Context: an optimization exercise on an open-source flow, tuned for a short achievable clock period and few clock cycles. The choices shown serve that exercise and are no tape-out recipe. No functional check of the RTL was part of any run shown here. Power and IR drop assume default switching activity.

$ cat flow/config.mk
export PLATFORM = sky130hd
export DESIGN_NAME = wisc_core
export DESIGN_NICKNAME = wisc_core
export VERILOG_FILES = /design/flow/design.v
export SDC_FILE = /design/flow/constraint.sdc
export NUM_CORES = 4
export LEC_CHECK = 0
export ABC_CLOCK_PERIOD_IN_PS = 4000
export CAP_MARGIN = 20
export CORE_MARGIN = 2
export CORE_UTILIZATION = 40
export SLEW_MARGIN = 20
$ cat flow/constraint.sdc
create_clock -name core_clock -period 24.0 [get_ports {clk}]
set_input_delay 4.8000 -clock core_clock [delete_from_list [all_inputs] [get_ports {clk}]]
set_output_delay 4.8000 -clock core_clock [all_outputs]
set_load 0.01 [all_outputs]
$ cat flow/design.v
module wisc_core (
	err, halt, imem_addr, dmem_addr, dmem_wdata, dmem_en, dmem_wr,
	clk, rst, imem_rdata, dmem_rdata
	);
	input clk;
	input rst;
	output err;
	output halt;
	output [15:0] imem_addr;
	input  [15:0] imem_rdata;
	output [15:0] dmem_addr;
	output [15:0] dmem_wdata;
	output dmem_en;
	output dmem_wr;
	input  [15:0] dmem_rdata;
	reg [15:0] pc_f;             
	reg [15:0] ir_x;             
	reg [15:0] pc2_x;            
	reg        v_x;              
	reg        pt_x;             
	reg [15:0] m_addr, m_wdata;  
	reg        m_en, m_wr, m_ld;
	reg [2:0]  m_rd;             
	reg        halted;
	reg        err_r;
	reg [15:0] r0, r1, r2, r3, r4, r5, r6, r7;
	wire [4:0] op = ir_x[15:11];
	wire [2:0] rs = ir_x[10:8];
	wire [2:0] rt = ir_x[7:5];
	wire [2:0] rd = ir_x[4:2];
	wire i_halt  = (op == 5'b00000);
	wire i_ill   = (op[4:1] == 4'b0001);
	wire i_j     = (op == 5'b00100);
	wire i_jr    = (op == 5'b00101);
	wire i_jal   = (op == 5'b00110);
	wire i_jalr  = (op == 5'b00111);
	wire i_subi  = (op == 5'b01000);
	wire i_immal = (op[4:2] == 3'b010);    
	wire i_br    = (op[4:2] == 3'b011);
	wire i_st    = (op == 5'b10000);
	wire i_ld    = (op == 5'b10001);
	wire i_slbi  = (op == 5'b10010);
	wire i_stu   = (op == 5'b10011);
	wire i_shi   = (op[4:2] == 3'b101);
	wire i_lbi   = (op == 5'b11000);
	wire i_btr   = (op == 5'b11001);
	wire i_shr   = (op == 5'b11010);
	wire i_arith = (op == 5'b11011);
	wire i_set   = (op[4:2] == 3'b111);
	wire rs_used = ~(op[4:2] == 3'b000 || i_j || i_jal || i_lbi);
	wire rt_used = i_st | i_stu | i_shr | i_arith | i_set;
	function [15:0] rsel(input [2:0] s, input [15:0] a0, input [15:0] a1,
		input [15:0] a2, input [15:0] a3, input [15:0] a4, input [15:0] a5,
		input [15:0] a6, input [15:0] a7);
		case (s)
			3'd0: rsel = a0; 3'd1: rsel = a1; 3'd2: rsel = a2; 3'd3: rsel = a3;
			3'd4: rsel = a4; 3'd5: rsel = a5; 3'd6: rsel = a6; default: rsel = a7;
		endcase
	endfunction
	wire [15:0] A = rsel(rs, r0, r1, r2, r3, r4, r5, r6, r7);
	wire [15:0] B = rsel(rt, r0, r1, r2, r3, r4, r5, r6, r7);
	wire stall = v_x & m_ld & ((rs_used & (rs == m_rd)) | (rt_used & (rt == m_rd)));
	wire ex = v_x & ~stall & ~halted;    
	wire [15:0] imm5s  = {{11{ir_x[4]}}, ir_x[4:0]};
	wire [15:0] imm5z  = {11'd0, ir_x[4:0]};
	wire [15:0] imm8s  = {{8{ir_x[7]}}, ir_x[7:0]};
	wire [15:0] imm11s = {{5{ir_x[10]}}, ir_x[10:0]};
	wire sub_op = i_subi | (i_arith & (ir_x[1:0] == 2'b01));
	wire [15:0] add_a = sub_op ? ~A : A;
	wire [15:0] add_b = i_arith ? B : imm5s;
	wire [15:0] sum;
	wire sum_co;
	ks_add #(16) u_sum (.a(add_a), .b(add_b), .cin(sub_op), .s(sum), .cout(sum_co));
	wire [15:0] diff;
	wire diff_co;
	ks_add #(16) u_diff (.a(A), .b(~B), .cin(1'b1), .s(diff), .cout(diff_co));
	wire lt  = (A[15] ^ B[15]) ? A[15] : diff[15];
	wire eq  = (A == B);
	wire [15:0] csum_s;
	wire csum_co;
	ks_add #(16) u_csum (.a(A), .b(B), .cin(1'b0), .s(csum_s), .cout(csum_co));
	reg set_v;
	always @(*) begin
		case (op[1:0])
			2'b00: set_v = eq;
			2'b01: set_v = lt;
			2'b10: set_v = lt | eq;
			default: set_v = csum_co;
		endcase
	end
	wire [3:0] cnt = i_shr ? B[3:0] : ir_x[3:0];
	wire [1:0] sop = i_shr ? ir_x[1:0] : op[1:0];
	wire [31:0] rotl_w = {A, A} << cnt;
	wire [31:0] rotr_w = {A, A} >> cnt;
	reg [15:0] shv;
	always @(*) begin
		case (sop)
			2'b00: shv = rotl_w[31:16];           
			2'b01: shv = A << cnt;                
			2'b10: shv = rotr_w[15:0];            
			default: shv = A >> cnt;              
		endcase
	end
	wire [15:0] rev;
	genvar gi;
	generate for (gi = 0; gi < 16; gi = gi + 1) begin : g_rev
		assign rev[gi] = A[15-gi];
	end endgenerate
	wire [15:0] lop_b = i_arith ? B : imm5z;
	wire [15:0] xorv  = A ^ lop_b;
	wire [15:0] andnv = A & ~lop_b;
	wire is_xor = i_arith ? (ir_x[1:0] == 2'b10) : (op[1:0] == 2'b11);
	wire is_andn = i_arith ? (ir_x[1:0] == 2'b11) : (op[1:0] == 2'b10);
	reg [15:0] res;
	always @(*) begin
		if (i_jal | i_jalr)            res = pc2_x;
		else if (i_set)                res = {15'd0, set_v};
		else if (i_shi | i_shr)        res = shv;
		else if (i_btr)                res = rev;
		else if (i_lbi)                res = imm8s;
		else if (i_slbi)               res = {A[7:0], ir_x[7:0]};
		else if (is_xor & (i_immal | i_arith))  res = xorv;
		else if (is_andn & (i_immal | i_arith)) res = andnv;
		else                           res = sum;
	end
	wire wr_en = i_immal | i_shi | i_ld | i_stu | i_lbi | i_slbi | i_btr |
		i_shr | i_arith | i_set | i_jal | i_jalr;
	wire wr_x = ex & wr_en & ~i_ld;    
	reg [2:0] wsel;
	always @(*) begin
		if (i_jal | i_jalr)                    wsel = 3'd7;
		else if (i_stu | i_lbi | i_slbi)       wsel = rs;
		else if (i_immal | i_shi | i_ld)       wsel = rt;
		else                                   wsel = rd;
	end
	reg cond;
	always @(*) begin
		case (op[1:0])
			2'b00: cond = (A != 16'd0);
			2'b01: cond = (A == 16'd0);
			2'b10: cond = A[15];
			default: cond = ~A[15];
		endcase
	end
	wire [15:0] tgt_pc, tgt_reg;
	wire tgt_pc_co, tgt_reg_co;
	ks_add #(16) u_tpc (.a(pc2_x), .b((i_j | i_jal) ? imm11s : imm8s), .cin(1'b0), .s(tgt_pc), .cout(tgt_pc_co));
	ks_add #(16) u_treg (.a(A), .b(imm8s), .cin(1'b0), .s(tgt_reg), .cout(tgt_reg_co));
	wire taken = i_j | i_jal | i_jr | i_jalr | (i_br & cond);
	wire redirect = ex & ((i_jr | i_jalr) | ((i_br | i_j | i_jal) & (taken != pt_x)));
	wire [15:0] npc = (i_jr | i_jalr) ? tgt_reg : taken ? tgt_pc : pc2_x;
	wire [15:0] fi = imem_rdata;
	wire [15:0] pc2_f = pc_f + 16'd2;
	wire f_j  = (fi[15:13] == 3'b001) & ~fi[11];      
	wire f_br = (fi[15:13] == 3'b011);
	wire res_nz = (res != 16'd0);
	wire [7:0] w_r = {8{wr_x}} & (8'd1 << wsel);
	wire [15:0] rv [0:7];
	assign rv[0] = r0; assign rv[1] = r1; assign rv[2] = r2; assign rv[3] = r3;
	assign rv[4] = r4; assign rv[5] = r5; assign rv[6] = r6; assign rv[7] = r7;
	wire [7:0] nz_n, ng_n, pend;
	generate for (gi = 0; gi < 8; gi = gi + 1) begin : g_flags
		assign nz_n[gi] = w_r[gi] ? res_nz : (rv[gi] != 16'd0);
		assign ng_n[gi] = w_r[gi] ? res[15] : rv[gi][15];
		assign pend[gi] = ~w_r[gi] & ((m_ld & (m_rd == gi)) | (ex & i_ld & (rt == gi)));
	end endgenerate
	wire f_nz = nz_n[fi[10:8]];
	wire f_ng = ng_n[fi[10:8]];
	reg f_cond;
	always @(*) begin
		case (fi[12:11])
			2'b00: f_cond = f_nz;
			2'b01: f_cond = ~f_nz;
			2'b10: f_cond = f_ng;
			default: f_cond = ~f_ng;
		endcase
	end
	wire f_taken = f_j | (f_br & f_cond & ~pend[fi[10:8]]);
	wire [7:0] lo8;
	wire c8;
	ks_add #(8) u_t8 (.a(pc2_f[7:0]), .b(fi[7:0]), .cin(1'b0), .s(lo8), .cout(c8));
	wire [7:0] h8 = pc2_f[15:8];
	wire [7:0] h8p = h8 + 8'd1;
	wire [7:0] h8m = h8 - 8'd1;
	wire [15:0] t8 = {fi[7] ? (c8 ? h8 : h8m) : (c8 ? h8p : h8), lo8};
	wire [10:0] lo11;
	wire c11;
	ks_add #(11) u_t11 (.a(pc2_f[10:0]), .b(fi[10:0]), .cin(1'b0), .s(lo11), .cout(c11));
	wire [4:0] h5 = pc2_f[15:11];
	wire [4:0] h5p = h5 + 5'd1;
	wire [4:0] h5m = h5 - 5'd1;
	wire [15:0] t11 = {fi[10] ? (c11 ? h5 : h5m) : (c11 ? h5p : h5), lo11};
	wire [15:0] f_tgt = f_j ? t11 : t8;
	wire take_f = f_taken & ~redirect & ~stall;
	wire [15:0] pc_early = redirect ? npc : stall ? pc_f : pc2_f;
	wire m_ld_wr = m_ld;    
	always @(posedge clk) begin
		if (rst) begin
			pc_f   <= 16'd0;
			v_x    <= 1'b0;
			m_en   <= 1'b0;
			m_wr   <= 1'b0;
			m_ld   <= 1'b0;
			halted <= 1'b0;
			err_r  <= 1'b0;
		end else begin
			pc_f <= take_f ? f_tgt : pc_early;
			if (redirect) begin
				v_x  <= 1'b0;
			end else if (!stall) begin
				ir_x  <= imem_rdata;
				pc2_x <= pc2_f;
				pt_x  <= f_taken;
				v_x   <= 1'b1;
			end
			m_en <= ex & (i_st | i_ld | i_stu);
			m_wr <= ex & (i_st | i_stu);
			m_ld <= ex & i_ld;
			if (ex & i_halt) halted <= 1'b1;
			err_r <= ex & i_ill;
		end
		m_addr  <= sum;
		m_wdata <= B;
		m_rd    <= rt;
	end
	always @(posedge clk) begin
		if (m_ld_wr & (m_rd == 3'd0)) r0 <= dmem_rdata;
		if (m_ld_wr & (m_rd == 3'd1)) r1 <= dmem_rdata;
		if (m_ld_wr & (m_rd == 3'd2)) r2 <= dmem_rdata;
		if (m_ld_wr & (m_rd == 3'd3)) r3 <= dmem_rdata;
		if (m_ld_wr & (m_rd == 3'd4)) r4 <= dmem_rdata;
		if (m_ld_wr & (m_rd == 3'd5)) r5 <= dmem_rdata;
		if (m_ld_wr & (m_rd == 3'd6)) r6 <= dmem_rdata;
		if (m_ld_wr & (m_rd == 3'd7)) r7 <= dmem_rdata;
		if (wr_x & (wsel == 3'd0)) r0 <= res;
		if (wr_x & (wsel == 3'd1)) r1 <= res;
		if (wr_x & (wsel == 3'd2)) r2 <= res;
		if (wr_x & (wsel == 3'd3)) r3 <= res;
		if (wr_x & (wsel == 3'd4)) r4 <= res;
		if (wr_x & (wsel == 3'd5)) r5 <= res;
		if (wr_x & (wsel == 3'd6)) r6 <= res;
		if (wr_x & (wsel == 3'd7)) r7 <= res;
	end
	assign imem_addr  = pc_f;
	assign dmem_addr  = m_addr;
	assign dmem_wdata = m_wdata;
	assign dmem_en    = m_en;
	assign dmem_wr    = m_wr;
	assign halt       = halted;
	assign err        = err_r;
endmodule
module ks_add #(parameter N = 16) (a, b, cin, s, cout);
	input  [N-1:0] a, b;
	input          cin;
	output [N-1:0] s;
	output         cout;
	localparam L = $clog2(N + 1);
	localparam W = N + 1;
	wire [(L+1)*W-1:0] g, p;
	assign g[0] = cin;
	assign p[0] = 1'b0;
	genvar i, k;
	generate
		for (i = 0; i < N; i = i + 1) begin : g_in
			assign g[i+1] = a[i] & b[i];
			assign p[i+1] = a[i] ^ b[i];
		end
		for (k = 0; k < L; k = k + 1) begin : g_lvl
			for (i = 0; i < W; i = i + 1) begin : g_bit
				if (i >= (1 << k)) begin : g_op
					assign g[(k+1)*W+i] = g[k*W+i] | (p[k*W+i] & g[k*W+i-(1<<k)]);
					assign p[(k+1)*W+i] = p[k*W+i] & p[k*W+i-(1<<k)];
				end else begin : g_pass
					assign g[(k+1)*W+i] = g[k*W+i];
					assign p[(k+1)*W+i] = p[k*W+i];
				end
			end
		end
		for (i = 0; i < N; i = i + 1) begin : g_sum
			assign s[i] = p[i+1] ^ g[L*W+i];
		end
	endgenerate
	assign cout = g[L*W+N];
endmodule
$ cat flow/flow/run.sh
#!/bin/bash
# Layout flow: the standard flow (standard.sh, unchanged synthesis), with
# strong port buffers and timing repair that aims for much more setup slack
# than the 24 ns clock needs. Each tool's output goes to a log file here.
set -e
export SETUP_SLACK_MARGIN=18.3
export BUFFER_PORTS_ARGS="-buffer_cell sky130_fd_sc_hd__buf_4"
bash standard.sh > standard.log 2>&1
$ cat flow/standard.sh
#!/bin/bash
# synth_recipe.tcl (not shown) runs the flow's synth.tcl, then flattens the netlist and writes it again
# the make line also repeats each setting of config.mk as NAME=value (left out here)
make -C /OpenROAD-flow-scripts/flow DESIGN_CONFIG=/design/flow/config.mk WORK_HOME=/design/flow/orfs CLKGATE_MAP_FILE= SYNTH_SCRIPT=/design/flow/synth_recipe.tcl "${@:-finish}"
==> results of run 1 <==
## cells by family (layout without fill, tap and decap cells)
logic type | count (synthesis) | in the layout | synth area share
adders and majority gates | 114 | 114 | 0.06943
and+or+nand+nor | 793 | 793 | 0.1890
buffers and inverters | 252 | 352 | 0.06554
muxes | 154 | 154 | 0.08493
AOI/OAI and AO/OA | 787 | 788 | 0.2671
DFF | 218 | 218 | 0.2859
other | 0 | 1 | 0
xor gates and xnor gates | 91 | 91 | 0.03813
## sequential cells by signal, summed over array words and instances (netlist names)
| signal | count |
|---|---|
| r1 | 16 |
| m_ld | 1 |
| err_r | 1 |
| r6 | 16 |
| pt_x | 1 |
| r3 | 16 |
| m_rd | 3 |
| r5 | 16 |
| m_en | 1 |
| r4 | 16 |
| r2 | 16 |
| v_x | 1 |
| halted | 1 |
| r0 | 16 |
| m_wr | 1 |
| m_addr | 16 |
| ir_x | 16 |
| r7 | 16 |
| pc2_x | 16 |
| pc_f | 16 |
| m_wdata | 16 |
## how the worst max path moves through the flow
stage	from	to	slack, ps	cells past startpoint
floorplan	imem_rdata[0]	pc_f[15]	16180	18
global placement	imem_rdata[0]	pc_f[15]	15660	19
detailed placement	imem_rdata[0]	pc_f[15]	15520	19
CTS	imem_rdata[0]	pc_f[15]	16590	19
global route	imem_rdata[0]	pc_f[15]	16450	19
finish	imem_rdata[0]	pc_f[15]	16570	19
## metal layers
layer | up-vias | GRT usage | share of wire
li1 | 9325 | - | -
met1 | 10430 | 0.4470 | 0.40
met2 | 1482 | 0.5033 | 0.43
met3 | 326 | 0.06777 | 0.11
met4 | 0 | 0.1803 | 0.066
met5 | - | 0 | 0
## where the power goes
| part | switching [mW] | internal [mW] | leakage (nW) |
|---|---|---|---|
| Clock | 0.178 | 0.231 | 0.422 |
| Sequential | 0.0297 | 0.445 | 1.97 |
| Combinational | 0.421 | 0.251 | 6.65 |
| Total | 0.629 | 0.927 | 9.04 |
## repair_timing
| item | in CTS | in global routing |
|---|---|---|
| endpoints found under the setup margin | 173 | 174 |
| resized for setup | 162 | 43 |
| cloned | 2 | 2 |
| buffers inserted | 49 | 24 |
| pin swaps | 26 | 14 |
## worst reg2reg max path, cell delays in order (launching register included)
cell	delay [ps]
edfxtp_1	540
buf_12	330
nor2b_4	340
a22oi_1	120
nor2_1	110
o22a_1	370
nand2_1	220
nand2_1	130
ha_1	300
a21o_1	230
a211oi_1	230
nor2_1	100
or4b_1	460
o21ai_1	270
o21ai_1	130
xor2_1	190
a221o_1	360
and3_2	300
or4b_1	630
nor3_4	300
nand3b_1	170
mux2_4	370
a21oi_4	160
buf_12	160
nor2_4	90
a221oi_2	310
## stage by stage
stage / area [um2] / hold slack, ps / setup slack (ps) / cells / total power [mW]
global placement: 21960 / 486.8 / 15660 / 3063 / 1.065
global route: 24170 / 568.8 / 16450 / 3190 / 1.611
finish: 24170 / 530.5 / 16570 / 3191 / 1.556
CTS: 23780 / 525.3 / 16590 / 3164 / 1.521
detailed placement: 21970 / 497.2 / 15520 / 3063 / 1.068
floorplan: 21120 / 422.2 / 16180 / 2409 / 0.8503
## layout make-up
type                       count  area (um2)  share of cell area
inverter                      88       366.6             0.01517
tap                          680       850.8             0.03520
multi-input combinational   1940       13970              0.5778
timing repair buffer         214        2047             0.08468
clock inverter                15       120.1            0.004969
sequential                   218        6073              0.2513
clock buffer                  35       745.7             0.03085
antenna                        1       2.502           0.0001035
## cell usage in the layout, fill, tap and decap left out, types with 34 or more instances in the layout
cell type	synthesis	final
nor4_1	55	52
dfxtp_2	0	39
nand2_1	209	207
o22ai_1	35	34
nand3_1	43	43
nor2_1	218	211
buf_6	22	59
xnor2_1	66	66
o21ai_0	141	134
nor3_1	74	71
buf_4	14	137
edfxtp_1	161	161
ha_1	108	107
inv_1	80	78
mux2i_1	59	58
a21oi_1	218	208
mux2_2	75	74
==> flow_summary.toml, run 1 <==
[synthesis]
syn_area_per_cell_um2 = 8.677
yosysTopAreaCell = "edfxtp_1"
synth_area_leaders = "edfxtp_1 (23%), ha_1 (6.5%), dfxtp_1 (5.5%)"
synth_edf_count = 161
synthDominantCellAreaShare = 0.2313
synthTopCellsByCount = "a21oi_1 (218), nor2_1 (218), nand2_1 (209), edfxtp_1 (161), o21ai_0 (141)"
synth_cell_types = 129
async_flop_share = 0
synth-warning-count = 1
ys.flop_type = "edfxtp_1"
netlist_area_um2 = 20900
seq_area_frac_synth = 0.2859
synthCells = 2409
synth-seq-cells = 218

[global_route]
grt_start_max_net_pins = 63
antenna_found_initial = 1
grt-ovfl-total = 0
grt_usage = 0.3338
grt_pass1_wl_mm = 135.1
grt_pass1_vias = 19920

[timing]
fin_skew_ps = 21.91
min_period_ps = 7429
tightest_slew_ps = 1090
relSlewSlack = 0.2703
final-setup-viol-count = 0
grt_setup_unrepaired = "yes"
finalHoldViolCount = 0
final_max_slew_viol_count = 0
tns_ps = 0
fmax_mhz = 134.6
min_period_over_period = 0.3095

[worst_setup_path]
path_cells = "buf_8 > ha_4 > fa_2 > a21oi_2 > nor2_1 > nor2_2 > o21bai_1 > a21oi_2 > o21bai_2 > a21oi_4 > nand4_1 > or2_4 > o22a_4 > nor4b_2 > and4b_1 > a311oi_2 > mux2i_1 > a211oi_1 > o32ai_1"
r2r-end = "pc_f[12]"
crit_type = "primary input to flop"
critPathLaunchType = "primary input"
required_ps = 24450
r2r_cells = 25
slowest_delay_ps = 340
arrival_ps = 7880
timing.critical_path.buf_inv = 1
ff2ff_setup_slack_ps = 16990
cp_common_cell = "a21oi_2"
endpoint_kind = "flop"
worst_path_max_delay_cell = "fa_2"
r2r_start = "ir_x[5]"
cp_top_family = "compound AO/OA/AOI/OAI gates"
path_max_fanout = 3

[finish]
fin_util = 0.4693
drive_above_1_share = 0.2283
syn2layout_area_growth_pct = 15.63
finalNetCount = 2635
fillers = 4975

[routing]
finalWirelength_mm = 93.39
wire_per_inst_um = 29.27
vias_per_cell = 6.756
drc_errors = 0
drt_first_pass_iters = 6
antenna_left = 0
drtIter0Drc = 3368
vias = 21560

[cts]
numCtsBuffers = 27
root_buffer = "clkbuf_16"
clk_latency_ps = 580
h-tree-depth = 1
cts_tree = "done"
cts_hold_buf = 0
clockBufferDepth = 3
clk_pin_slew_ps = 60
cts.sink_count = 218

[place]
port_buffers = 85
dp_hpwl_mm = 66.63
place.gp.congestion = 1.024

[power]
p_per_area_nw_per_um2 = 64.38
leakage_nw = 9.044
vdd_ir_drop_max_v = 0.00006533

[status]
status = "finished clean"

[die]
rows = 83
initial_utilization = 0.4058
dieArea_um2 = 54110
boundaryPins = 86
core_area_um2 = 51510
die_x_um = 232.6
die_h_um = 232.6

[flow_run]
maxCapViolCount = 0

[hold_path]
min_from = "pc_f[14]"
whs_endpoint = "pc_f[14]"
hold_class = "flop to flop"
hold_path_depth = 2
==> inputs of run 2 (changes only) <==
--- a/flow/config.mk
+++ b/flow/config.mk
@@ -5,7 +5,7 @@
 export SDC_FILE = /design/flow/constraint.sdc
 export NUM_CORES = 4
 export LEC_CHECK = 0
-export ABC_CLOCK_PERIOD_IN_PS = 4000
+export ABC_CLOCK_PERIOD_IN_PS = 1000
 export CAP_MARGIN = 20
 export CORE_MARGIN = 2
 export CORE_UTILIZATION = 40
==> flow_summary.toml, run 2 <==
[status]
status = "finished clean"

[synthesis]
synth_xor_area_frac = 0.03813
syn_area_per_cell_um2 = 8.677
seq_area_frac_synth = 0.2859
synth_area_leaders = "edfxtp_1 (23%), ha_1 (6.5%), dfxtp_1 (5.5%)"
synthDominantCellAreaShare = 0.2313
netlist_area_um2 = 20900
synth_edf_count = 161
synth-warning-count = 1
synth-seq-cells = 218
synth_cell_types = 129
muxShareOfSynthArea = 0.08493
yosysTopAreaCell = "edfxtp_1"
async_flop_share = 0
yosys.area_share.simple = 0.1890
synthCells = 2409
synthTopCellsByCount = "a21oi_1 (218), nor2_1 (218), nand2_1 (209), edfxtp_1 (161), o21ai_0 (141)"
yosys.area_share.adder = 0.06943
ys.flop_type = "edfxtp_1"
synth-compound-area-share = 0.2671
synth_top_family_by_area = "compound AO/OA/AOI/OAI gates"

[worst_setup_path]
crit_type = "primary input to flop"
cp-startpoint = "imem_rdata[0]"
r2r_start = "ir_x[5]"
required_ps = 24450
ff2ff_setup_slack_ps = 16990
path_max_fanout = 3
worst_path_max_delay_cell = "fa_2"
endpoint = "pc_f[15]"
cp_top_family = "compound AO/OA/AOI/OAI gates"
r2r-end = "pc_f[12]"
timing.critical_path.buf_inv = 1
cp_num_cells = 19
cp_common_cell = "a21oi_2"
r2r_cells = 25
arrival_ps = 7880
endpoint_kind = "flop"
slowest_delay_ps = 340
critPathLaunchType = "primary input"
path_cells = "buf_8 > ha_4 > fa_2 > a21oi_2 > nor2_1 > nor2_2 > o21bai_1 > a21oi_2 > o21bai_2 > a21oi_4 > nand4_1 > or2_4 > o22a_4 > nor4b_2 > and4b_1 > a311oi_2 > mux2i_1 > a211oi_1 > o32ai_1"

[timing]
min_period_over_period = 0.3095
min_period_ps = 7429
final-setup-viol-count = 0
fmax_mhz = 134.6
fin_skew_ps = 21.91
grt_setup_unrepaired = "yes"
final_max_slew_viol_count = 0
relSlewSlack = 0.2703
hold_ws_ps = 530.5
tightest_slew_ps = 1090
finalHoldViolCount = 0
tns_ps = 0
timing.final.ws_setup_ps = 16570

[die]
boundaryPins = 86
die_h_um = 232.6
die_x_um = 232.6
core_area_um2 = 51510
dieArea_um2 = 54110
rows = 83
initial_utilization = 0.4058

[routing]
vias_per_cell = 6.756
drc_errors = 0
drtIter0Drc = 3368
vias = 21560
drt_first_pass_iters = 6
finalWirelength_mm = 93.39
wire_per_inst_um = 29.27
antenna_left = 0

[place]
dp_hpwl_mm = 66.63
place.gp.congestion = 1.024
postPlaceCellArea_um2 = 21970
dp_worst_setup_slack_ps = 15520
port_buffers = 85

[global_route]
antenna_found_initial = 1
grt_start_max_net_pins = 63
grt_usage = 0.3338
grt.met1_usage = 0.4470
grt-ovfl-total = 0
globalRouteMet2Util = 0.5033
grt_pass1_wl_mm = 135.1
grt_pass1_vias = 19920
use_met3 = 0.06777
grt-busiest-layer = "met2"

[finish]
fin_util = 0.4693
final_common_cell = "nor2_1"
layout_common_cells = "nor2_1 (211), a21oi_1 (208), nand2_1 (207), edfxtp_1 (161), buf_4 (137)"
stdcell_area_um2 = 24170
drive_above_1_share = 0.2283
syn2layout_area_growth_pct = 15.63
finalNetCount = 2635

[cts]
root_buffer = "clkbuf_16"
numCtsBuffers = 27
clk_pin_slew_ps = 60
cts.sink_count = 218
h-tree-depth = 1
clk_latency_ps = 580
clockBufferDepth = 3
cts_tree = "done"
cts_hold_buf = 0

[power]
leakage_nw = 9.044
vdd_ir_drop_max_v = 0.00006533
p_per_area_nw_per_um2 = 64.38

[hold_path]
hold_class = "flop to flop"
min_from = "pc_f[14]"

[flow_run]
maxCapViolCount = 0
## run 2: cell counts after synthesis
Identical to the previous run, type by type.
## run 2: metrics by stage
step | power, mW | std cells
6_report | 1.556 | 3191
5_1_grt | 1.611 | 3190
4_1_cts | 1.521 | 3164
3_5_place_dp | 1.068 | 3063
3_3_place_gp | 1.065 | 3063
2_1_floorplan | 0.8503 | 2409
## run 2: logic make-up after synthesis
family | count (synthesis)
compound gates | 787
simple gates | 793
flops | 218
xor+xnor | 91
buf+inv | 252
fa+ha+maj | 114
mux | 154
## run 2: worst min-delay path: cells and delay by family, from the launching register on
kind               cells  cell delay, ps
AOI/OAI and AO/OA      1              70
DFF                    1             350
and+or+nand+nor        1              60
## run 2: area by class of cell
| cell class | count | area [um2] |
|---|---|---|
| clock buffer | 35 | 745.7 |
| tap | 680 | 850.8 |
| multi-input combinational | 1940 | 13970 |
| fill | 4975 | 27340 |
| sequential | 218 | 6073 |
| clock inverter | 15 | 120.1 |
| antenna | 1 | 2.502 |
| inverter | 88 | 366.6 |
| timing repair buffer | 214 | 2047 |
## run 2: power by group
group / total, mW / leakage, nW / switching, mW / internal, mW
sequential: 0.474 / 1.97 / 0.0297 / 0.445
combinational: 0.673 / 6.65 / 0.421 / 0.251
clock: 0.409 / 0.422 / 0.178 / 0.231
total: 1.56 / 9.04 / 0.629 / 0.927
## run 2: worst min path at each step
stage,to,slack (ps),cells after the start
finish,pc_f[14],530,2
global route,pc_f[14],570,2
CTS,pc_f[14],530,2
detailed placement,halted,500,2
global placement,halted,490,2
floorplan,m_rd[0],420,0
## run 2: timing repair
item                                    4_1_cts  5_1_grt
gates cloned                                  2        2
endpoints found under the setup margin      173      174
pin swaps                                    26       14
setup buffers                                49       24
resized for setup                           162       43
## run 2: metal layers
metal,vias to the layer above,share of wire,wire (um)
met5,-,0,0
met4,0,0.066,6165
met3,326,0.11,9856
met2,1482,0.43,40100
met1,10430,0.40,37270
li1,9325,-,-
==> inputs of run 3 (changes only) <==
--- a/flow/design.v
+++ b/flow/design.v
@@ -18,6 +18,10 @@
 	reg [15:0] pc2_x;            
 	reg        v_x;              
 	reg        pt_x;             
+	reg [15:0] pc_x;             
+	reg [7:0]  jb_v;
+	reg [127:0] jb_pc;           
+	reg [127:0] jb_tgt;
 	reg [15:0] m_addr, m_wdata;  
 	reg        m_en, m_wr, m_ld;
 	reg [2:0]  m_rd;             
@@ -147,12 +151,11 @@
 	ks_add #(16) u_tpc (.a(pc2_x), .b((i_j | i_jal) ? imm11s : imm8s), .cin(1'b0), .s(tgt_pc), .cout(tgt_pc_co));
 	ks_add #(16) u_treg (.a(A), .b(imm8s), .cin(1'b0), .s(tgt_reg), .cout(tgt_reg_co));
 	wire taken = i_j | i_jal | i_jr | i_jalr | (i_br & cond);
-	wire redirect = ex & ((i_jr | i_jalr) | ((i_br | i_j | i_jal) & (taken != pt_x)));
+	wire redirect = ex & ((i_jr | i_jalr) ? (~pt_x | (tgt_reg != pc_f)) :
+		((i_br | i_j | i_jal) & (taken != pt_x)));
 	wire [15:0] npc = (i_jr | i_jalr) ? tgt_reg : taken ? tgt_pc : pc2_x;
 	wire [15:0] fi = imem_rdata;
 	wire [15:0] pc2_f = pc_f + 16'd2;
-	wire f_j  = (fi[15:13] == 3'b001) & ~fi[11];      
-	wire f_br = (fi[15:13] == 3'b011);
 	wire res_nz = (res != 16'd0);
 	wire [7:0] w_r = {8{wr_x}} & (8'd1 << wsel);
 	wire [15:0] rv [0:7];
@@ -164,39 +167,25 @@
 		assign ng_n[gi] = w_r[gi] ? res[15] : rv[gi][15];
 		assign pend[gi] = ~w_r[gi] & ((m_ld & (m_rd == gi)) | (ex & i_ld & (rt == gi)));
 	end endgenerate
-	wire f_nz = nz_n[fi[10:8]];
-	wire f_ng = ng_n[fi[10:8]];
-	reg f_cond;
-	always @(*) begin
-		case (fi[12:11])
-			2'b00: f_cond = f_nz;
-			2'b01: f_cond = ~f_nz;
-			2'b10: f_cond = f_ng;
-			default: f_cond = ~f_ng;
-		endcase
-	end
-	wire f_taken = f_j | (f_br & f_cond & ~pend[fi[10:8]]);
-	wire [7:0] lo8;
-	wire c8;
-	ks_add #(8) u_t8 (.a(pc2_f[7:0]), .b(fi[7:0]), .cin(1'b0), .s(lo8), .cout(c8));
-	wire [7:0] h8 = pc2_f[15:8];
-	wire [7:0] h8p = h8 + 8'd1;
-	wire [7:0] h8m = h8 - 8'd1;
-	wire [15:0] t8 = {fi[7] ? (c8 ? h8 : h8m) : (c8 ? h8p : h8), lo8};
-	wire [10:0] lo11;
-	wire c11;
-	ks_add #(11) u_t11 (.a(pc2_f[10:0]), .b(fi[10:0]), .cin(1'b0), .s(lo11), .cout(c11));
-	wire [4:0] h5 = pc2_f[15:11];
-	wire [4:0] h5p = h5 + 5'd1;
-	wire [4:0] h5m = h5 - 5'd1;
-	wire [15:0] t11 = {fi[10] ? (c11 ? h5 : h5m) : (c11 ? h5p : h5), lo11};
-	wire [15:0] f_tgt = f_j ? t11 : t8;
-	wire take_f = f_taken & ~redirect & ~stall;
+	wire [31:0] fcz;
+	generate for (gi = 0; gi < 8; gi = gi + 1) begin : g_fcz
+		assign fcz[4*gi+0] = ~pend[gi] & nz_n[gi];     
+		assign fcz[4*gi+1] = ~pend[gi] & ~nz_n[gi];    
+		assign fcz[4*gi+2] = ~pend[gi] & ng_n[gi];     
+		assign fcz[4*gi+3] = ~pend[gi] & ~ng_n[gi];    
+	end endgenerate
+	wire [2:0] jb_i = pc_f[3:1];
+	wire jb_hit = jb_v[jb_i] & (jb_pc[16*jb_i +: 16] == pc_f);
 	wire [15:0] pc_early = redirect ? npc : stall ? pc_f : pc2_f;
+	wire [15:0] pc_next;
+	wire f_taken;
+	fetch_next u_fn (.fi(fi), .pc2(pc2_f), .h8p(pc2_f[15:8] + 8'd1), .h8m(pc2_f[15:8] - 8'd1),
+		.h5p(pc2_f[15:11] + 5'd1), .h5m(pc2_f[15:11] - 5'd1), .fcz(fcz),
+		.jb_hit(jb_hit), .jb_tgt(jb_tgt[16*jb_i +: 16]), .pc_early(pc_early),
+		.hold(redirect | stall), .rst(rst), .pc_next(pc_next), .taken(f_taken));
 	wire m_ld_wr = m_ld;    
 	always @(posedge clk) begin
 		if (rst) begin
-			pc_f   <= 16'd0;
 			v_x    <= 1'b0;
 			m_en   <= 1'b0;
 			m_wr   <= 1'b0;
@@ -204,12 +193,12 @@
 			halted <= 1'b0;
 			err_r  <= 1'b0;
 		end else begin
-			pc_f <= take_f ? f_tgt : pc_early;
 			if (redirect) begin
 				v_x  <= 1'b0;
 			end else if (!stall) begin
 				ir_x  <= imem_rdata;
 				pc2_x <= pc2_f;
+				pc_x  <= pc_f;
 				pt_x  <= f_taken;
 				v_x   <= 1'b1;
 			end
@@ -219,11 +208,21 @@
 			if (ex & i_halt) halted <= 1'b1;
 			err_r <= ex & i_ill;
 		end
+		pc_f    <= pc_next;    
 		m_addr  <= sum;
 		m_wdata <= B;
 		m_rd    <= rt;
 	end
 	always @(posedge clk) begin
+		if (rst)
+			jb_v <= 8'd0;
+		else if (ex & (i_jr | i_jalr)) begin
+			jb_v[pc_x[3:1]]   <= 1'b1;
+			jb_pc[16*pc_x[3:1] +: 16]  <= pc_x;
+			jb_tgt[16*pc_x[3:1] +: 16] <= tgt_reg;
+		end
+	end
+	always @(posedge clk) begin
 		if (m_ld_wr & (m_rd == 3'd0)) r0 <= dmem_rdata;
 		if (m_ld_wr & (m_rd == 3'd1)) r1 <= dmem_rdata;
 		if (m_ld_wr & (m_rd == 3'd2)) r2 <= dmem_rdata;
@@ -282,3 +281,36 @@
 	endgenerate
 	assign cout = g[L*W+N];
 endmodule
+module fetch_next (fi, pc2, h8p, h8m, h5p, h5m, fcz, jb_hit, jb_tgt, pc_early,
+	hold, rst, pc_next, taken);
+	input  [15:0] fi;
+	input  [15:0] pc2;         
+	input  [7:0]  h8p, h8m;    
+	input  [4:0]  h5p, h5m;    
+	input  [31:0] fcz;
+	input         jb_hit;
+	input  [15:0] jb_tgt;
+	input  [15:0] pc_early;    
+	input         hold;        
+	input         rst;
+	output [15:0] pc_next;
+	output        taken;
+	wire f_j  = (fi[15:13] == 3'b001) & ~fi[11];      
+	wire f_jr = (fi[15:13] == 3'b001) & fi[11];       
+	wire f_br = (fi[15:13] == 3'b011);
+	wire f_cond = fcz[{fi[10:8], fi[12:11]}];
+	assign taken = f_j | (f_br & f_cond) | (f_jr & jb_hit);
+	wire [7:0] lo8;
+	wire c8;
+	ks_add #(8) u_t8 (.a(pc2[7:0]), .b(fi[7:0]), .cin(1'b0), .s(lo8), .cout(c8));
+	wire [7:0] h8 = pc2[15:8];
+	wire [15:0] t8 = {fi[7] ? (c8 ? h8 : h8m) : (c8 ? h8p : h8), lo8};
+	wire [10:0] lo11;
+	wire c11;
+	ks_add #(11) u_t11 (.a(pc2[10:0]), .b(fi[10:0]), .cin(1'b0), .s(lo11), .cout(c11));
+	wire [4:0] h5 = pc2[15:11];
+	wire [15:0] t11 = {fi[10] ? (c11 ? h5 : h5m) : (c11 ? h5p : h5), lo11};
+	wire [15:0] tgt = f_jr ? jb_tgt : f_j ? t11 : t8;
+	wire take = taken & ~hold;
+	assign pc_next = rst ? 16'd0 : take ? tgt : pc_early;
+endmodule
==> flow/flow/run.sh (replaced) <==
#!/bin/bash
# Layout flow: the standard flow (standard.sh, unchanged synthesis), with
# strong port buffers and timing repair that aims for much more setup slack
# than the 24 ns clock needs. Adders are left to ABC (no full-adder cells). Each tool's output goes to a log file here.
set -e
export SETUP_SLACK_MARGIN=18.3
export ADDER_MAP_FILE=
export BUFFER_PORTS_ARGS="-buffer_cell sky130_fd_sc_hd__buf_4"
bash standard.sh > standard.log 2>&1
--- a/flow/config.mk
+++ b/flow/config.mk
@@ -10,3 +10,5 @@
 export CORE_MARGIN = 2
 export CORE_UTILIZATION = 40
 export SLEW_MARGIN = 20
+export SYNTH_HIERARCHICAL = 1
+export SYNTH_MINIMUM_KEEP_SIZE = 0
==> flow_summary.toml, run 3 <==
[worst_setup_path]
r2r_cells = 21
path_max_fanout = 37
timing.critical_path.buf_inv = 4
endpoint_kind = "flop"
cp_top_family = "simple AND/OR/NAND/NOR gates"
cp_num_cells = 21
slowest_delay_ps = 620
worst_path_max_delay_cell = "nand2_2"
required_ps = 24540
arrival_ps = 8020
critPathLaunchType = "flop"
path_cells = "buf_4 > nor2b_1 > nand2_1 > nand2_1 > nand2_2 > a211oi_1 > a21oi_1 > a32o_1 > o41ai_2 > o221ai_2 > or4_4 > or2_4 > buf_4 > o41ai_2 > mux2_4 > or3_1 > a41oi_1 > o41a_1 > buf_12 > buf_12 > mux2i_1"
crit_type = "flop to flop"

[routing]
wire_per_inst_um = 30.00
drtIter0Drc = 4002
finalWirelength_mm = 143.2
drt_first_pass_iters = 6
vias = 31000
drc_errors = 0
vias_per_cell = 6.495
antenna_left = 0

[synthesis]
netlist_area_um2 = 35720
synth-warning-count = 7
synthCells = 3407
syn_area_per_cell_um2 = 10.48

[cts]
clockBufferDepth = 3
cts.sink_count = 497
cts_hold_buf = 0
h-tree-depth = 2
clk_latency_ps = 690
clk_pin_slew_ps = 60
root_buffer = "clkbuf_16"
numCtsBuffers = 58
cts_tree = "done"

[die]
dieArea_um2 = 91700
core_area_um2 = 88370
die_x_um = 302.8
initial_utilization = 0.4042
boundaryPins = 86
die_h_um = 302.8
rows = 109

[power]
vdd_ir_drop_max_v = 0.00006726
power_switching_mw = 1.091
p_per_area_nw_per_um2 = 71.79
power.share.clock = 0.306
combPwrFrac = 0.358
swShare = 0.3525
p_int_mw = 2.004
seq_power_share = 0.336
leakage_nw = 15.15

[global_route]
grt_usage = 0.3035
grt_start_max_net_pins = 53
grt_pass1_wl_mm = 204.8
grt_pass1_vias = 29240
antenna_found_initial = 2
grt-ovfl-total = 0

[timing]
grt_setup_unrepaired = "yes"
final_max_slew_viol_count = 0
relSlewSlack = 0.1623
hold_ws_ps = 465.9
tightest_slew_ps = 1245
fmax_mhz = 133.6
min_period_ps = 7485
tns_ps = 0
min_period_over_period = 0.3119
final-setup-viol-count = 0
timing.final.ws_setup_ps = 16510
finalHoldViolCount = 0
fin_skew_ps = 90.76

[finish]
fin_util = 0.4879
fin_cells = 4773
final_common_cell = "edfxtp_1"
finalNetCount = 3590
fillers = 7976
multi_input_area_um2 = 21270
layout_common_cells = "edfxtp_1 (432), mux2_2 (323), nand2_1 (243), buf_4 (233), nor2_1 (209)"
syn2layout_area_growth_pct = 20.72
drive_above_1_share = 0.3286
regArea_um2 = 14370

[status]
status = "finished clean"

[place]
dp_hpwl_mm = 94.21
numPlacedInstances = 4502
place.gp.congestion = 1.024
port_buffers = 85
dp_worst_setup_slack_ps = 15120

[flow_run]
maxCapViolCount = 0

[hold_path]
hold_path_depth = 1
hold_class = "flop to flop"
==> run 3: path summary, 6_finish.rpt <==
check                           startpoint       to  slack, ps
worst max-delay path              ir_x[11]  pc_f[1]      16510
worst min-delay path               jb_v[5]  jb_v[5]        470
worst max register to register    ir_x[11]  pc_f[1]      16510
worst min register to register     jb_v[5]  jb_v[5]        470
==> run 3: repair_timing <==
item | in CTS | in global routing
pin swaps | 60 | 52
cloned | 15 | 7
buffers inserted | 107 | 30
resized for setup | 292 | 93
setup endpoints to repair | 498 | 229
==> run 3: cell type report <==
type / instances / share of cell area
Inverter: 73 / 0.007834
Multi-Input combinational cell: 2578 / 0.4933
Clock inverter: 34 / 0.01143
Clock buffer: 76 / 0.03569
Antenna cell: 2 / 0.0001161
Tap cell: 1165 / 0.03380
Timing Repair Buffer: 348 / 0.08455
Sequential cell: 497 / 0.3333
==> run 3: power groups by stage <==
stage	Clock (mW)	Sequential (mW)	Combinational [mW]
after floorplan	0	1.03	0.639
after global placement	0	1.06	0.934
after detailed placement	0	1.06	0.935
after CTS	0.958	1.04	1.05
after global routing	0.990	1.04	1.16
final	0.946	1.04	1.11
==> run 3: layer usage <==
layer | vias up | GRT usage | routed length, um
li1 | 13340 | - | -
met1 | 15290 | 0.3989 | 56480
met5 | - | 0 | 0
met4 | 0 | 0.1522 | 8861
met3 | 469 | 0.06588 | 13950
met2 | 1898 | 0.4730 | 63920
==> run 3: metrics by stage <==
step / power (mW) / area, um2
floorplan: 1.674 / 36060
global placement: 1.994 / 37700
detailed placement: 1.993 / 37720
CTS: 3.045 / 42230
global route: 3.196 / 43120
finish: 3.096 / 43120
==> inputs of run 4 (changes only) <==
==> flow/flow/run.sh (replaced) <==
#!/bin/bash
# Layout flow: the standard flow (standard.sh, unchanged synthesis), with
# strong port buffers and timing repair that aims for much more setup slack
# than the 24 ns clock needs. Each tool's output goes to a log file here.
set -e
export SETUP_SLACK_MARGIN=18.3
export BUFFER_PORTS_ARGS="-buffer_cell sky130_fd_sc_hd__buf_4"
bash standard.sh > standard.log 2>&1
==> flow_summary.toml, run 4 <==
[timing]
fin_skew_ps = 76.93
final-setup-viol-count = 0
timing.final.ws_setup_ps = 16870
hold_ws_ps = 473.7
tns_ps = 0
finalHoldViolCount = 0
min_period_ps = 7133
final_max_slew_viol_count = 0
min_period_over_period = 0.2972
fmax_mhz = 140.2
relSlewSlack = 0.2705
tightest_slew_ps = 1087
grt_setup_unrepaired = "yes"

[status]
status = "finished clean"

[cts]
numCtsBuffers = 58
cts_tree = "done"
root_buffer = "clkbuf_16"
h-tree-depth = 2
clk_latency_ps = 710
clockBufferDepth = 3
clk_pin_slew_ps = 60
cts.sink_count = 497

[die]
die_x_um = 303.2
die_h_um = 303.2
rows = 109
dieArea_um2 = 91900
core_area_um2 = 88510
boundaryPins = 86
initial_utilization = 0.4044

[routing]
antenna_left = 0
drc_errors = 0
vias_per_cell = 6.597
wire_per_inst_um = 30.21
finalWirelength_mm = 146.7
vias = 32040
drt_first_pass_iters = 6
drtIter0Drc = 3767

[flow_run]
maxCapViolCount = 0

[synthesis]
synth-warning-count = 7
synthCells = 3490
netlist_area_um2 = 35800
syn_area_per_cell_um2 = 10.26

[global_route]
antenna_found_initial = 4
grt-ovfl-total = 0
grt_start_max_net_pins = 59
grt_pass1_vias = 30420
grt_usage = 0.3094
grt_pass1_wl_mm = 210.4

[power]
vdd_ir_drop_max_v = 0.00006462
seq_power_share = 0.329
power_switching_mw = 1.153
total_power_mw = 3.143
power.share.clock = 0.292
swShare = 0.3669
p_per_area_nw_per_um2 = 73.24
leakage_nw = 16.39
combPwrFrac = 0.379
p_int_mw = 1.990

[finish]
fin_util = 0.4849
fin_cells = 4857
layout_common_cells = "edfxtp_1 (432), nand2_1 (394), a22o_1 (258), buf_4 (254), nor2_1 (176)"
stdcell_area_um2 = 42920
drive_above_1_share = 0.2641
finalNetCount = 3808
num_antenna_cells = 0
final_common_cell = "edfxtp_1"
syn2layout_area_growth_pct = 19.89

[place]
port_buffers = 85
numPlacedInstances = 4570
place.gp.congestion = 1.041
dp_worst_setup_slack_ps = 14300
dp_hpwl_mm = 95.19
postPlaceCellArea_um2 = 37850

[worst_setup_path]
r2r_start = "ir_x[9]"
arrival_ps = 7680
crit_type = "flop to flop"
critPathLaunchType = "flop"
required_ps = 24550
worst_path_max_delay_cell = "or4b_4"
path_max_fanout = 15
cp-startpoint = "ir_x[9]"
slowest_delay_ps = 510
endpoint_kind = "flop"

[hold_path]
hold_class = "flop to flop"
min_from = "jb_v[0]"
## run 4: metal layers
metal	up-vias	track usage	wire length, um
met4	4	0.1465	8048
li1	13770	-	-
met2	2022	0.4852	65250
met1	15810	0.4157	59150
met3	442	0.05426	14220
met5	-	0	33
## run 4: worst max-delay path: cells and delay by family (launching register included)
kind / cells / cell delay [ps]
buf+inv: 5 / 890
flops: 1 / 380
simple gates: 5 / 1330
fa+ha+maj: 1 / 260
mux: 3 / 1080
compound gates: 14 / 2630
xor+xnor: 2 / 400
## run 4: final timing paths
check | to | slack [ps] | cells after the start
min reg2reg | jb_v[0] | 470 | 1
max reg2reg | pc_f[10] | 16870 | 30
max | pc_f[10] | 16870 | 30
min | jb_v[0] | 470 | 1
## run 4: cell type report
class	count	area (um2)
Inverter	78	322.8
Clock inverter	35	421.7
Sequential cell	497	14380
Multi-Input combinational cell	2645	21290
Fill cell	8056	45590
Clock buffer	74	1531
Timing Repair inverter	1	7.507
Tap cell	1165	1458
Timing Repair Buffer	362	3511
## run 4: timing repair
action,in CTS,in global routing
gates cloned,14,6
gates resized for setup,228,135
pin swaps,32,45
setup buffers,80,77
hold buffers,0,0
setup endpoints to repair,449,350
## run 4: power groups by stage
| stage | combinational, mW | clock, mW | sequential, mW |
|---|---|---|---|
| floorplan | 0.685 | 0 | 1.03 |
| global placement | 0.997 | 0 | 1.07 |
| detailed placement | 1.00 | 0 | 1.07 |
| CTS | 1.10 | 0.932 | 1.04 |
| global route | 1.25 | 0.964 | 1.04 |
| finish | 1.19 | 0.918 | 1.03 |
==> inputs of run 5 (changes only) <==
--- a/flow/design.v
+++ b/flow/design.v
@@ -156,23 +156,18 @@
 	wire [15:0] npc = (i_jr | i_jalr) ? tgt_reg : taken ? tgt_pc : pc2_x;
 	wire [15:0] fi = imem_rdata;
 	wire [15:0] pc2_f = pc_f + 16'd2;
-	wire res_nz = (res != 16'd0);
 	wire [7:0] w_r = {8{wr_x}} & (8'd1 << wsel);
 	wire [15:0] rv [0:7];
 	assign rv[0] = r0; assign rv[1] = r1; assign rv[2] = r2; assign rv[3] = r3;
 	assign rv[4] = r4; assign rv[5] = r5; assign rv[6] = r6; assign rv[7] = r7;
-	wire [7:0] nz_n, ng_n, pend;
-	generate for (gi = 0; gi < 8; gi = gi + 1) begin : g_flags
-		assign nz_n[gi] = w_r[gi] ? res_nz : (rv[gi] != 16'd0);
-		assign ng_n[gi] = w_r[gi] ? res[15] : rv[gi][15];
-		assign pend[gi] = ~w_r[gi] & ((m_ld & (m_rd == gi)) | (ex & i_ld & (rt == gi)));
-	end endgenerate
 	wire [31:0] fcz;
 	generate for (gi = 0; gi < 8; gi = gi + 1) begin : g_fcz
-		assign fcz[4*gi+0] = ~pend[gi] & nz_n[gi];     
-		assign fcz[4*gi+1] = ~pend[gi] & ~nz_n[gi];    
-		assign fcz[4*gi+2] = ~pend[gi] & ng_n[gi];     
-		assign fcz[4*gi+3] = ~pend[gi] & ~ng_n[gi];    
+		wire nz = (rv[gi] != 16'd0);
+		wire pend = (m_ld & (m_rd == gi)) | (ex & i_ld & (rt == gi));
+		assign fcz[4*gi+0] = w_r[gi] | (~pend & nz);             
+		assign fcz[4*gi+1] = ~w_r[gi] & ~pend & ~nz;             
+		assign fcz[4*gi+2] = ~w_r[gi] & ~pend & rv[gi][15];      
+		assign fcz[4*gi+3] = w_r[gi] | (~pend & ~rv[gi][15]);    
 	end endgenerate
 	wire [2:0] jb_i = pc_f[3:1];
 	wire jb_hit = jb_v[jb_i] & (jb_pc[16*jb_i +: 16] == pc_f);
==> flow_summary.toml, run 5 <==
[worst_setup_path]
critPathLaunchType = "primary input"
r2r_start = "ir_x[9]"
ff2ff_setup_slack_ps = 18220
arrival_ps = 7110
r2r_cells = 24
endpoint_kind = "flop"
cp_top_family = "compound AO/OA/AOI/OAI gates"
path_cells = "buf_4 > ha_1 > and3_1 > nand3b_1 > o21ai_4 > mux2_4 > o211ai_1 > a311o_1 > mux2i_1"
timing.critical_path.buf_inv = 1
worst_path_max_delay_cell = "ha_1"
slowest_delay_ps = 500
path_max_fanout = 10
crit_type = "primary input to flop"
required_ps = 24540
r2r-end = "pc_f[9]"

[synthesis]
synth-warning-count = 7
synthCells = 3422
netlist_area_um2 = 36220
syn_area_per_cell_um2 = 10.59

[status]
status = "finished clean"

[cts]
clk_latency_ps = 690
cts.sink_count = 497
root_buffer = "clkbuf_16"
clockBufferDepth = 3
h-tree-depth = 2
cts_tree = "done"
cts_hold_buf = 0
clk_pin_slew_ps = 60
numCtsBuffers = 58

[timing]
min_period_ps = 6570
tns_ps = 0
relSlewSlack = 0.2347
final_max_slew_viol_count = 0
fin_skew_ps = 62.13
tightest_slew_ps = 1140
fmax_mhz = 152.2
min_period_over_period = 0.2738
grt_setup_unrepaired = "yes"
finalHoldViolCount = 0
final-setup-viol-count = 0

[hold_path]
hold_path_depth = 1
hold_class = "flop to flop"
whs_endpoint = "jb_v[4]"
min_from = "jb_v[4]"

[finish]
stdcell_area_um2 = 42820
finalNetCount = 3686
num_antenna_cells = 0
fin_cells = 4745
syn2layout_area_growth_pct = 18.21
fin_util = 0.4764
final_common_cell = "edfxtp_1"
layout_common_cells = "edfxtp_1 (432), nand2_1 (279), a22o_1 (246), buf_4 (199), nor2_1 (171)"
drive_above_1_share = 0.2623

[power]
p_per_area_nw_per_um2 = 73.89
total_power_mw = 3.164
vdd_ir_drop_max_v = 0.00006449
leakage_nw = 15.84

[routing]
vias = 31510
wire_per_inst_um = 29.40
vias_per_cell = 6.642
finalWirelength_mm = 139.5
drtIter0Drc = 3810
drc_errors = 0
drt_first_pass_iters = 7
antenna_left = 0

[place]
numPlacedInstances = 4509
dp_hpwl_mm = 91.97
postPlaceCellArea_um2 = 37980
port_buffers = 85
place.gp.congestion = 1.011

[global_route]
grt_usage = 0.2876
grt_start_max_net_pins = 62
grt-ovfl-total = 0
antenna_found_initial = 1
grt_pass1_vias = 29420
grt_pass1_wl_mm = 201.7

[flow_run]
maxCapViolCount = 0

[die]
boundaryPins = 86
core_area_um2 = 89870
initial_utilization = 0.4030
dieArea_um2 = 92980
die_x_um = 304.9
die_h_um = 304.9
rows = 110
run 5: stage by stage:
step,setup slack (ps),hold WS (ps)
after floorplan,14810,400.6
after global placement,15880,455.4
after detailed placement,15860,458.9
after CTS,17490,482.6
after global routing,17340,502.3
final,17430,476.2
run 5: layout make-up:
cell class	instances	area [um2]
fillers	8243	47050
multi-input cells	2574	21240
flip-flops and latches	497	14360
repair buffers	312	3289
clock buffers	70	1558
well taps	1176	1471
clock inverters	38	573.1
inverters	77	320.3
repair inverters	1	5.005
run 5: worst max path at each step:
stage,from,end,slack (ps),cells past startpoint
after floorplan,rst,jb_v[2],14810,4
after global placement,rst,jb_pc[45],15880,6
after detailed placement,rst,jb_pc[45],15860,6
after CTS,imem_rdata[0],pc_f[11],17490,11
after global routing,imem_rdata[0],pc_f[14],17340,12
final,imem_rdata[8],pc_f[11],17430,9
run 5: report_power, final:
part,switching (mW),internal [mW],total [mW]
clock,0.407,0.587,0.994
combinational,0.679,0.465,1.14
sequential,0.0358,0.990,1.03
run 5: layer usage:
metal | routed length (um) | up-vias | GRT usage
li1 | - | 13540 | -
met4 | 6847 | 4 | 0.1219
met5 | 34 | - | 0
met3 | 14060 | 393 | 0.04840
met1 | 57560 | 15650 | 0.4021
met2 | 61010 | 1926 | 0.4396
run 5: what timing repair did:
item / 4_1_cts / 5_1_grt
gates cloned: 13 / 7
gates resized for setup: 235 / 90
setup buffers: 68 / 38
endpoints found under the setup margin: 438 / 329
pin swaps: 43 / 44

what the ideal ports hide:
The flow's constraints put no driver on any port. The routed layouts listed below were extracted and timed again, unchanged, in two steps.
Step 1 sets driving cells, clkbuf_16 on the clock port and buf_2 on the other inputs (assumed; they add their load-dependent delay and slew).
Step 2 adds t to the input delays and takes it off the output delays; t is the mean of the earliest and latest rising clock arrival at the registers after step 1. Input paths then give back, and output paths get back, about the clock's delay inside the block.
a / b / c = ideal / step 1 / step 2; a / b = the first two.
run	t (ns)	slack for setup (ns)	worst setup path at the end
run 1	0.627	16.571 / 16.586 / 15.959	input to register
run 2	0.627	16.571 / 16.586 / 15.959	input to register
run 3	0.715	16.515 / 16.515 / 16.265	input to register
run 4	0.734	16.867 / 16.867 / 16.268	input to register
run 5	0.729	17.430 / 17.460 / 16.731	input to register
After both steps setup and hold are still met in every run listed. The setup slack of run 5, which loses most, moves by +0.030 ns with the drivers and by -0.699 ns with both steps.
